Background: an optimization exercise with open tools, aiming at a short achievable clock period and few clock cycles. Do not read the settings as production practice.
Function was checked by simulation only, so behaviour that the tests miss may differ from the original.
No activity file was given, so power comes from the tool's default toggle rates.

== main ==
==> flow/design.v (excerpt) <==
module y86 (
    input             clk,
    input             rst,
    output            imem_req,
    output     [63:0] imem_addr,
    input             imem_ready,
    input      [79:0] imem_rdata,
    output            dmem_req,
    output            dmem_we,
    output     [63:0] dmem_addr,
    output     [63:0] dmem_wdata,
    input             dmem_ready,
    input      [63:0] dmem_rdata,
    output            halted,
    output     [1:0]  stat,
    output     [63:0] halt_pc,
    input      [3:0]  dbg_raddr,
    output     [63:0] dbg_rdata
);
    localparam STAT_HLT = 2'd1;
    localparam STAT_INS = 2'd2;
    reg [63:0] pc;           
    reg        halt_r;
    reg [1:0]  stat_r;
    reg [63:0] hpc_r;
    reg        zf, sf, of;
    reg [63:0] rf [0:15];
    reg        v1, v2;                   
    reg [1:0]  fun1, fun2;               
    reg        setcc1, setcc2;
    reg        wE1, wE2;
    reg [3:0]  dstE1, dstE2;
    reg [63:0] a1, b1, a2, b2;           
    reg        mv;                       
    reg        m_rd, m_wr, m_ret, m_wM;
    reg [3:0]  m_dstM;
    reg [63:0] m_b, m_off, m_d;          
    wire [63:0] alu1, alu2;
    wire        zf1, sf1, of1, zf2, sf2, of2;
    y86_alu alu_1 (.a(a1), .b(b1), .fun(fun1), .out(alu1), .zf(zf1), .sf(sf1), .of(of1));
    y86_alu alu_2 (.a(a2), .b(b2), .fun(fun2), .out(alu2), .zf(zf2), .sf(sf2), .of(of2));
    wire [63:0] addr;
    y86_add64 addr_add (.a(m_b), .b(m_off), .cin(1'b0), .s(addr));
    wire stall = mv & ~dmem_ready;
    assign dmem_req   = mv;
    assign dmem_we    = m_wr;
    assign dmem_addr  = addr;
    assign dmem_wdata = m_d;
    wire fE1 = v1 & wE1;
    wire fE2 = v2 & wE2;
    wire fM  = mv & m_wM;
    wire weE1 = fE1 & ~stall;
    wire weE2 = fE2 & ~stall;
    wire weM  = fM & ~stall;
    wire c_zf = (v2 & setcc2) ? zf2 : (v1 & setcc1) ? zf1 : zf;
    wire c_sf = (v2 & setcc2) ? sf2 : (v1 & setcc1) ? sf1 : sf;
    wire c_of = (v2 & setcc2) ? of2 : (v1 & setcc1) ? of1 : of;
  ...
clock: 12.0 ns
lec_check: 0
cap_margin: 20
core_margin: 2
core_utilization: 34
place_density: 0.5
slew_margin: 20
synth_hierarchical: 1
standard.sh (not shown) runs the stock make flow with config.mk's settings and CLKGATE_MAP_FILE= SYNTH_SCRIPT=/design/flow/synth_recipe.tcl, a recipe that flattens the netlist after the stock synthesis.
==> flow/flow/run.sh <==
#!/bin/bash
# Layout: the standard ORFS flow (standard synthesis unchanged), with
# port buffers that resizing may change to any drive strength, timing repair
# that aims for a shorter period than the clock's, and, after global routing,
# a slew and capacitance repair and antenna diodes placed with a margin
# (flow/antenna.tcl). ORFS's own logs stay under orfs/logs.
set -euo pipefail
here=$(pwd)
bash standard.sh MATCH_CELL_FOOTPRINT=0 \
  "BUFFER_PORTS_ARGS=-buffer_cell sky130_fd_sc_hd__buf_6" \
  SETUP_SLACK_MARGIN=7 \
  POST_GLOBAL_ROUTE_TCL=$here/flow/antenna.tcl \
  MAX_REPAIR_ANTENNAS_ITER_DRT=10 \
  finish > standard_flow.log 2>&1
==> flow/flow/antenna.tcl <==
# After global routing and its timing repair: fix the max slew and max
# capacitance that timing repair may have left (on the global routes, with
# a wide margin), then insert antenna diodes with a wide margin, so that
# detailed routing leaves no antenna violation to fix by routing again.
estimate_parasitics -global_routing
global_route -start_incremental
repair_design -slew_margin 40 -cap_margin 40
detailed_placement
global_route -end_incremental
estimate_parasitics -global_routing
repair_antennas -ratio_margin 50 -iterations 5
check_placement
Testbench counts of main, summed over its fixed seeds: cycles 21,692.
#### Input delta (the feature branch over main)
- a change of CORE_UTILIZATION from 34 to 30
- a change of PLACE_DENSITY from 0.5 to 0.45
### Flow results
- main → the feature branch: share of total power in sequential cells closely matched the old numbers; worst setup slack increased by 0.0091 ns relative to the old numbers; first-iteration DRC count decreased 1243; tightest hold margin has remained practically unchanged.

--- another note on this design; it stands on its own ---

// y86
module y86 (
    input             clk,
    input             rst,
    output            imem_req,
    output     [63:0] imem_addr,
    input             imem_ready,
    input      [79:0] imem_rdata,
    output            dmem_req,
    output            dmem_we,
    output     [63:0] dmem_addr,
    output     [63:0] dmem_wdata,
    input             dmem_ready,
    input      [63:0] dmem_rdata,
    output            halted,
    output     [1:0]  stat,
    output     [63:0] halt_pc,
    input      [3:0]  dbg_raddr,
    output     [63:0] dbg_rdata
);
==> flow/config.mk <==
export PLATFORM = sky130hd
export DESIGN_NAME = y86
export DESIGN_NICKNAME = y86
export VERILOG_FILES = /design/flow/design.v
export SDC_FILE = /design/flow/constraint.sdc
export NUM_CORES = 8
export LEC_CHECK = 0
export CAP_MARGIN = 20
export CORE_MARGIN = 2
export CORE_UTILIZATION = 30
export PLACE_DENSITY = 0.45
export SLEW_MARGIN = 20
export SYNTH_HIERARCHICAL = 1
==> flow/constraint.sdc <==
create_clock -name core_clock -period 12.0 [get_ports {clk}]
set_input_delay 2.4000 -clock core_clock [delete_from_list [all_inputs] [get_ports {clk}]]
set_output_delay 2.4000 -clock core_clock [all_outputs]
set_load 0.01 [all_outputs]
standard.sh (not shown) runs the stock make flow with config.mk's settings and CLKGATE_MAP_FILE= SYNTH_SCRIPT=/design/flow/synth_recipe.tcl, a recipe that flattens the netlist after the stock synthesis.
==> flow/flow/run.sh <==
#!/bin/bash
# Layout: the standard ORFS flow (standard synthesis unchanged), with
# port buffers that resizing may change to any drive strength, timing repair
# that aims for a shorter period than the clock's, and antenna diodes placed
# with a margin after global routing. ORFS's own logs stay under orfs/logs.
set -euo pipefail
here=$(pwd)
bash standard.sh MATCH_CELL_FOOTPRINT=0 \
  "BUFFER_PORTS_ARGS=-buffer_cell sky130_fd_sc_hd__buf_6" \
  SETUP_SLACK_MARGIN=5 \
  POST_GLOBAL_ROUTE_TCL=$here/flow/antenna.tcl \
  MAX_REPAIR_ANTENNAS_ITER_DRT=10 \
  finish > standard_flow.log 2>&1
==> flow/flow/antenna.tcl <==
# After global routing: insert antenna diodes with a wide margin on the
# global routes, so that detailed routing leaves no antenna violation to fix
# by routing again.
repair_antennas -ratio_margin 50 -iterations 5
check_placement
The starting point finished but failed the layout checks on capacitance limit, slew limit.
Testbench counts at the start, summed over its fixed seeds: cycles 21,692.
Change:
--- a/flow/flow/run.sh
+++ b/flow/flow/run.sh
@@ -4,2 +4,3 @@
-# that aims for a shorter period than the clock's, and antenna diodes placed
-# with a margin after global routing. ORFS's own logs stay under orfs/logs.
+# that aims for a shorter period than the clock's, and, after global routing,
+# a slew and capacitance repair and antenna diodes placed with a margin
+# (flow/antenna.tcl). ORFS's own logs stay under orfs/logs.
==> flow/flow/antenna.tcl (replaced) <==
# After global routing and its timing repair: fix the max slew and max
# capacitance that timing repair may have left (on the global routes, with
# a wide margin), then insert antenna diodes with a wide margin, so that
# detailed routing leaves no antenna violation to fix by routing again.
estimate_parasitics -global_routing
global_route -start_incremental
repair_design -slew_margin 40 -cap_margin 40
detailed_placement
global_route -end_incremental
estimate_parasitics -global_routing
repair_antennas -ratio_margin 50 -iterations 5
check_placement
With this change the flow ran to the end with no violations; total power grows by 0.43%; clock power is about the same; core utilization grows by 0.35 points; cell area grows by 1.0%; count of clock-buffer cells in the layout does not change.

## separate check: timing with driven ports
The results above use ideal ports. As a check the final layouts listed here were re-extracted and re-timed, cells and wires unchanged. Step 1: set_driving_cell puts a clkbuf_16 on clk and a buf_2 on each other input, an assumption about the parent block. Step 2 adds t to the input delays and takes it off the output delays; t is the mean of the earliest and latest rising clock arrival at the registers after step 1. Input paths then give back, and output paths get back, about the clock's delay inside the block. Slacks: ideal / step 1 / step 2; pairs: ideal / step 1.
run | t (ns) | setup WS [ns] | hold slack, ns | slew at the worst register clock pin (ns) | worst data-port slew with drivers (ns)
main | 1.167 | 5.045 / 4.546 / 4.543 | 0.473 / 0.473 / 0.473 | 0.07 / 0.07 | 0.84
the feature branch | 1.186 | 5.054 / 4.660 / 4.323 | 0.472 / 0.472 / 0.472 | 0.08 / 0.08 | 0.82
the first run of note 2 | 1.166 | 4.653 / 4.601 / 3.584 | 0.454 / 0.454 / 0.454 | 0.07 / 0.07 | 0.44
the second run of note 2 | 1.170 | 4.669 / 4.581 / 3.595 | 0.459 / 0.459 / 0.459 | 0.08 / 0.08 | 0.45
For the second run of note 2, which loses most, drivers alone change the setup slack by -0.088 ns; drivers and shift together by -1.074 ns.
